What follows belongs to an exercise in optimizing a design on an open flow for small area and a short achievable clock period; a production flow would make more cautious choices.

v37:
==> flow/design.v (excerpt) <==
module simon32_64 (
  input  logic        clk, reset,
  input  logic        in_valid,
  input  logic [31:0] plaintext,
  input  logic [63:0] key,
  output logic        out_valid,
  output logic [31:0] ciphertext
);
make LEC_CHECK=0 ABC_CLOCK_PERIOD_IN_PS=1700 CAP_MARGIN=20 CORE_MARGIN=2 CORE_UTILIZATION=40 SLEW_MARGIN=20 finish   # period 2.5 ns
run.sh (not shown) runs the stock make flow with config.mk's settings and CLKGATE_MAP_FILE= SYNTH_SCRIPT=/design/flow/synth_recipe.tcl, a recipe that flattens the netlist after the stock synthesis.
v37 reached the final stage; the timing, design-rule and antenna checks on its layout passed.
### v37 -> v4
Settings: a deleted ABC_CLOCK_PERIOD_IN_PS that had been 1700.
==> flow/flow/run.sh (new file) <==
#!/bin/bash
# The standard layout, except that the output ports get a fast buffer (buf_4) instead of the
# default port buffer; the input ports keep the default. Everything else is standard.sh as is.
set -euo pipefail
here=$(pwd)
bash standard.sh DONT_BUFFER_PORTS=1 PRE_GLOBAL_PLACE_TCL="$here/flow/ports.tcl" finish > "$here/flow_standard.log" 2>&1
==> flow/flow/ports.tcl (new file) <==
# Port buffers, placed where global_place.tcl would put them: inputs with the default cell,
# outputs with a fast buffer.
buffer_ports -inputs
buffer_ports -outputs -buffer_cell sky130_fd_sc_hd__buf_4
==> flow/standard.sh (new file) <==
#!/bin/bash
# synth_recipe.tcl (not shown) runs the flow's synth.tcl, then flattens the netlist and writes it again
# the make line also repeats each setting of config.mk as NAME=value (left out here)
make -C /OpenROAD-flow-scripts/flow DESIGN_CONFIG=/design/flow/config.mk WORK_HOME=/design/flow/orfs CLKGATE_MAP_FILE= SYNTH_SCRIPT=/design/flow/synth_recipe.tcl "${@:-finish}"
removed: flow/run.sh
[summary]
Both conditions hold for v4: the flow ran to the end and the final layout passed the timing, design-rule and antenna checks. v37 went all the way through synthesis, placement and routing and the layout is clean on timing, DRC and antenna. Final count of pins violating max slew: v4 vs v37 — no meaningful difference. v4 — utilization after layout 1.4 points lower, v37 as reference. The layout buffer count excluding clock buffers number comes out higher for v37 vs v4. A uppermost metal layer occupied by signal nets of met4 is what v37 shows, while met5 belongs to v4. v4: number of buffers inserted during clock tree synthesis is 1 higher than what v37 reported. v4 ended up with a lower worst setup slack after layout than v37 did.
Changes in v19 relative to v4:
==> flow/run.sh (new file) <==
#!/bin/bash
# synth_recipe.tcl (not shown) runs the flow's synth.tcl, then flattens the netlist and writes it again
# the make line also repeats each setting of config.mk as NAME=value (left out here)
make -C /OpenROAD-flow-scripts/flow DESIGN_CONFIG=/design/flow/config.mk WORK_HOME=/design/flow/orfs CLKGATE_MAP_FILE= SYNTH_SCRIPT=/design/flow/synth_recipe.tcl finish
removed: flow/flow/run.sh
removed: flow/flow/ports.tcl
removed: flow/standard.sh
==> comparison <==
Final hold slack: v19 vs v4 up 0.27 ns. Wire length in v19 is 750 um higher than in v4. v19 against v4; via count is up by a few percent. Routability congestion estimate from global placement went up slightly going from v4 to v19. Compared with v4, in v19 length of routed met3 wiring moved down, post-cts repair resize count fell 1, final critical path time including I/O delays and setup has decreased, fraction of standard cell area that is sequential shows a reduction of 0.95 points.
No functional check of the RTL was part of any run of this note.

========
== wip/garnet ==
simon32_64, a different RTL version from the one above (not shown whole).
Size in the first run: roughly 5000 cells after synthesis, ~130 I/O pins.
## simon32_64
module simon32_64 (
  input  logic        clk, reset,
  input  logic        in_valid,
  input  logic [31:0] plaintext,
  input  logic [63:0] key,
  output logic        out_valid,
  output logic [31:0] ciphertext
);
  logic [15:0] w_0;
  logic [15:0] d1_r0;
  logic [15:0] s0_r0;
  logic [15:0] d3_r0;
  logic [15:0] k4;
  logic [15:0] x_1;
  logic [15:0] w_1;
  logic [15:0] d2_r1;
  logic [15:0] s1_r1;
  logic [15:0] d4_r1;
  logic [15:0] k5;
  logic [15:0] x_2;
  logic [15:0] w_2;
  logic [15:0] s2_r2;
  logic [15:0] d5_r2;
  logic [15:0] k6;
  logic [15:0] x_3;
  logic [15:0] w_3;
  logic [15:0] s3_r2;
  logic [15:0] xq3, wq3;
  logic [15:0] kq3_4;
  logic [15:0] kq3_5;
  logic [15:0] kq3_6;
  logic [15:0] sq3;
  logic [15:0] d6_r3;
  logic [15:0] k7;
  logic [15:0] x_4;
  logic [15:0] w_4;
  logic [15:0] d5_r4;
  logic [15:0] s4_r4;
  logic [15:0] d7_r4;
  logic [15:0] k8;
  logic [15:0] x_5;
  logic [15:0] w_5;
  logic [15:0] s5_r4;
  logic [15:0] xq5, wq5;
  logic [15:0] kq5_6;
  logic [15:0] kq5_7;
  logic [15:0] kq5_8;
  logic [15:0] sq5;
  logic [15:0] d8_r5;
  logic [15:0] k9;
  logic [15:0] x_6;
  logic [15:0] w_6;
  logic [15:0] d7_r6;
  logic [15:0] s6_r6;
  logic [15:0] d9_r6;
  logic [15:0] k10;
  logic [15:0] x_7;
  logic [15:0] w_7;
  logic [15:0] s7_r6;
  logic [15:0] xq7, wq7;
  logic [15:0] kq7_8;
  logic [15:0] kq7_9;
  logic [15:0] kq7_10;
  logic [15:0] sq7;
  logic [15:0] d10_r7;
  logic [15:0] k11;
  logic [15:0] x_8;
  logic [15:0] w_8;
  logic [15:0] d9_r8;
  logic [15:0] s8_r8;
  logic [15:0] d11_r8;
  logic [15:0] k12;
  logic [15:0] x_9;
  logic [15:0] w_9;
  logic [15:0] s9_r8;
  logic [15:0] xq9, wq9;
  logic [15:0] kq9_10;
  logic [15:0] kq9_11;
  logic [15:0] kq9_12;
  logic [15:0] sq9;
  logic [15:0] d12_r9;
  logic [15:0] k13;
  logic [15:0] x_10;
  logic [15:0] w_10;
  logic [15:0] d11_r10;
  logic [15:0] s10_r10;
  logic [15:0] d13_r10;
  logic [15:0] k14;
  logic [15:0] x_11;
  logic [15:0] w_11;
  logic [15:0] s11_r10;
  ...
==> flow/config.mk <==
export PLATFORM = sky130hd
export DESIGN_NAME = simon32_64
export DESIGN_NICKNAME = simon32_64
export VERILOG_FILES = /design/flow/design.v
export SDC_FILE = /design/flow/constraint.sdc
export NUM_CORES = 4
export LEC_CHECK = 0
export CAP_MARGIN = 20
export CORE_MARGIN = 2
export CORE_UTILIZATION = 65
export CTS_CLUSTER_DIAMETER = 80
export CTS_CLUSTER_SIZE = 30
export GPL_TIMING_DRIVEN = 0
export PLACE_DENSITY = 0.8
export SETUP_SLACK_MARGIN = 0.85
export SLEW_MARGIN = 20
export SYNTH_HIERARCHICAL = 1
export SYNTH_MINIMUM_KEEP_SIZE = 0
==> flow/constraint.sdc <==
create_clock -name core_clock -period 2.5 [get_ports {clk}]
set_input_delay 0.5000 -clock core_clock [delete_from_list [all_inputs] [get_ports {clk}]]
set_output_delay 0.5000 -clock core_clock [all_outputs]
set_load 0.01 [all_outputs]
standard.sh (not shown) runs the stock make flow with config.mk's settings and CLKGATE_MAP_FILE= SYNTH_SCRIPT=/design/flow/synth_recipe.tcl, a recipe that flattens the netlist after the stock synthesis.
==> flow/flow/run.sh <==
#!/bin/bash
# The standard layout, except that the output ports get a fast buffer (buf_4) instead of the
# default port buffer; the input ports get buf_4 too. Everything else is standard.sh as is.
set -euo pipefail
here=$(pwd)
bash standard.sh DONT_BUFFER_PORTS=1 PRE_GLOBAL_PLACE_TCL="$here/flow/ports.tcl" finish > "$here/flow_standard.log" 2>&1
==> flow/flow/ports.tcl <==
# Port buffers, placed where global_place.tcl would put them: a fast buffer (buf_4) on every
# input and output port instead of the default delay buffer.
buffer_ports -inputs -buffer_cell sky130_fd_sc_hd__buf_4
buffer_ports -outputs -buffer_cell sky130_fd_sc_hd__buf_4
Having completed the whole flow, wip/garnet delivered a layout that passed the timing, design-rule and antenna checks.
Here is what was changed in the inputs of wip/yarrow compared with wip/garnet.
diff --git a/flow/config.mk b/flow/config.mk
--- a/flow/config.mk
+++ b/flow/config.mk
@@ -13,5 +13,5 @@
 export GPL_TIMING_DRIVEN = 0
 export PLACE_DENSITY = 0.8
-export SETUP_SLACK_MARGIN = 0.85
+export SETUP_SLACK_MARGIN = 0.8
 export SLEW_MARGIN = 20
 export SYNTH_HIERARCHICAL = 1
==> run notes <==
wip/yarrow | status: complete | timing, DRC, antenna: pass
Of the two candidates, wip/garnet has the better fmax and wip/yarrow the worse one.
Fraction of standard cell area that is sequential (higher): wip/yarrow
wip/yarrow vs. wip/garnet: global-route usage decreased by 0.83 points relative to the old numbers.
The inputs of wip/lagoon differ from those of wip/yarrow as listed below.
==> flow/flow/run.sh <==
#!/bin/bash
# The standard layout, except that the output ports get a fast buffer (buf_4) instead of the
# default port buffer; the input ports keep the default. Everything else is standard.sh as is.
set -euo pipefail
here=$(pwd)
bash standard.sh DONT_BUFFER_PORTS=1 PRE_GLOBAL_PLACE_TCL="$here/flow/ports.tcl" finish > "$here/flow_standard.log" 2>&1
==> flow/flow/ports.tcl <==
# Port buffers, placed where global_place.tcl would put them: inputs with the default cell,
# outputs with a fast buffer.
buffer_ports -inputs
buffer_ports -outputs -buffer_cell sky130_fd_sc_hd__buf_4
diff --git a/flow/config.mk b/flow/config.mk
--- a/flow/config.mk
+++ b/flow/config.mk
@@ -13,5 +13,5 @@
 export GPL_TIMING_DRIVEN = 0
 export PLACE_DENSITY = 0.8
-export SETUP_SLACK_MARGIN = 0.8
+export SETUP_SLACK_MARGIN = 0.85
 export SLEW_MARGIN = 20
 export SYNTH_HIERARCHICAL = 1
Results
- There was hardly any difference in die area between wip/lagoon and wip/yarrow.
- Diff wip/yarrow -> wip/lagoon: final critical path time including I/O delays and setup rose 0.033 ns, via density per instance went up.
- Going from wip/yarrow to wip/lagoon, count of routing violations after the opening detailed-route iteration grew by a little under 10%.
- Count of non-filler cells in the finished layout ends up higher on wip/lagoon.
- Looking at endpoint of the most critical setup path, the kq3_6[2] result is from wip/yarrow; the kq3_6[0] one comes from wip/lagoon.
Function was not checked in any run of this note: the RTL went through the layout flow alone.

afterwards: timing with drivers on the ports:
The flow's constraints put no driver on any port. The routed layouts listed below were extracted and timed again, unchanged, in two steps.
Step 1 sets driving cells, clkbuf_16 on the clock port and buf_2 on the other inputs (assumed; they add their load-dependent delay and slew).
Step 2 adds t to the input delays and takes it off the output delays; t is the mean of the earliest and latest rising clock arrival at the registers after step 1. Input paths then give back, and output paths get back, about the clock's delay inside the block.
Slacks: ideal ports / drivers / drivers and shift; pairs: ideal ports / drivers.
run | t (ns) | setup slack, ns | worst hold slack (ns)
v37 | 0.806 | 0.072 / 0.072 / -0.337 | 0.333 / 0.275 / 0.369
v4 | 0.790 | 0.057 / 0.057 / 0.057 | 0.061 / 0.097 / 0.360
v19 | 0.806 | 0.072 / 0.072 / -0.337 | 0.333 / 0.275 / 0.369
wip/garnet | 0.760 | 0.696 / 0.704 / -0.056 | 0.072 / 0.032 / 0.394
wip/yarrow | 0.742 | 0.651 / 0.666 / -0.076 | 0.037 / 0.004 / 0.390
wip/lagoon | 0.748 | 0.618 / 0.636 / -0.112 | 0.176 / 0.144 / 0.389
Met with ideal ports but missed after step 2: setup timing in 5 of these runs. For wip/garnet, which loses most, drivers alone change the setup slack by +0.008 ns; drivers and shift together by -0.752 ns.
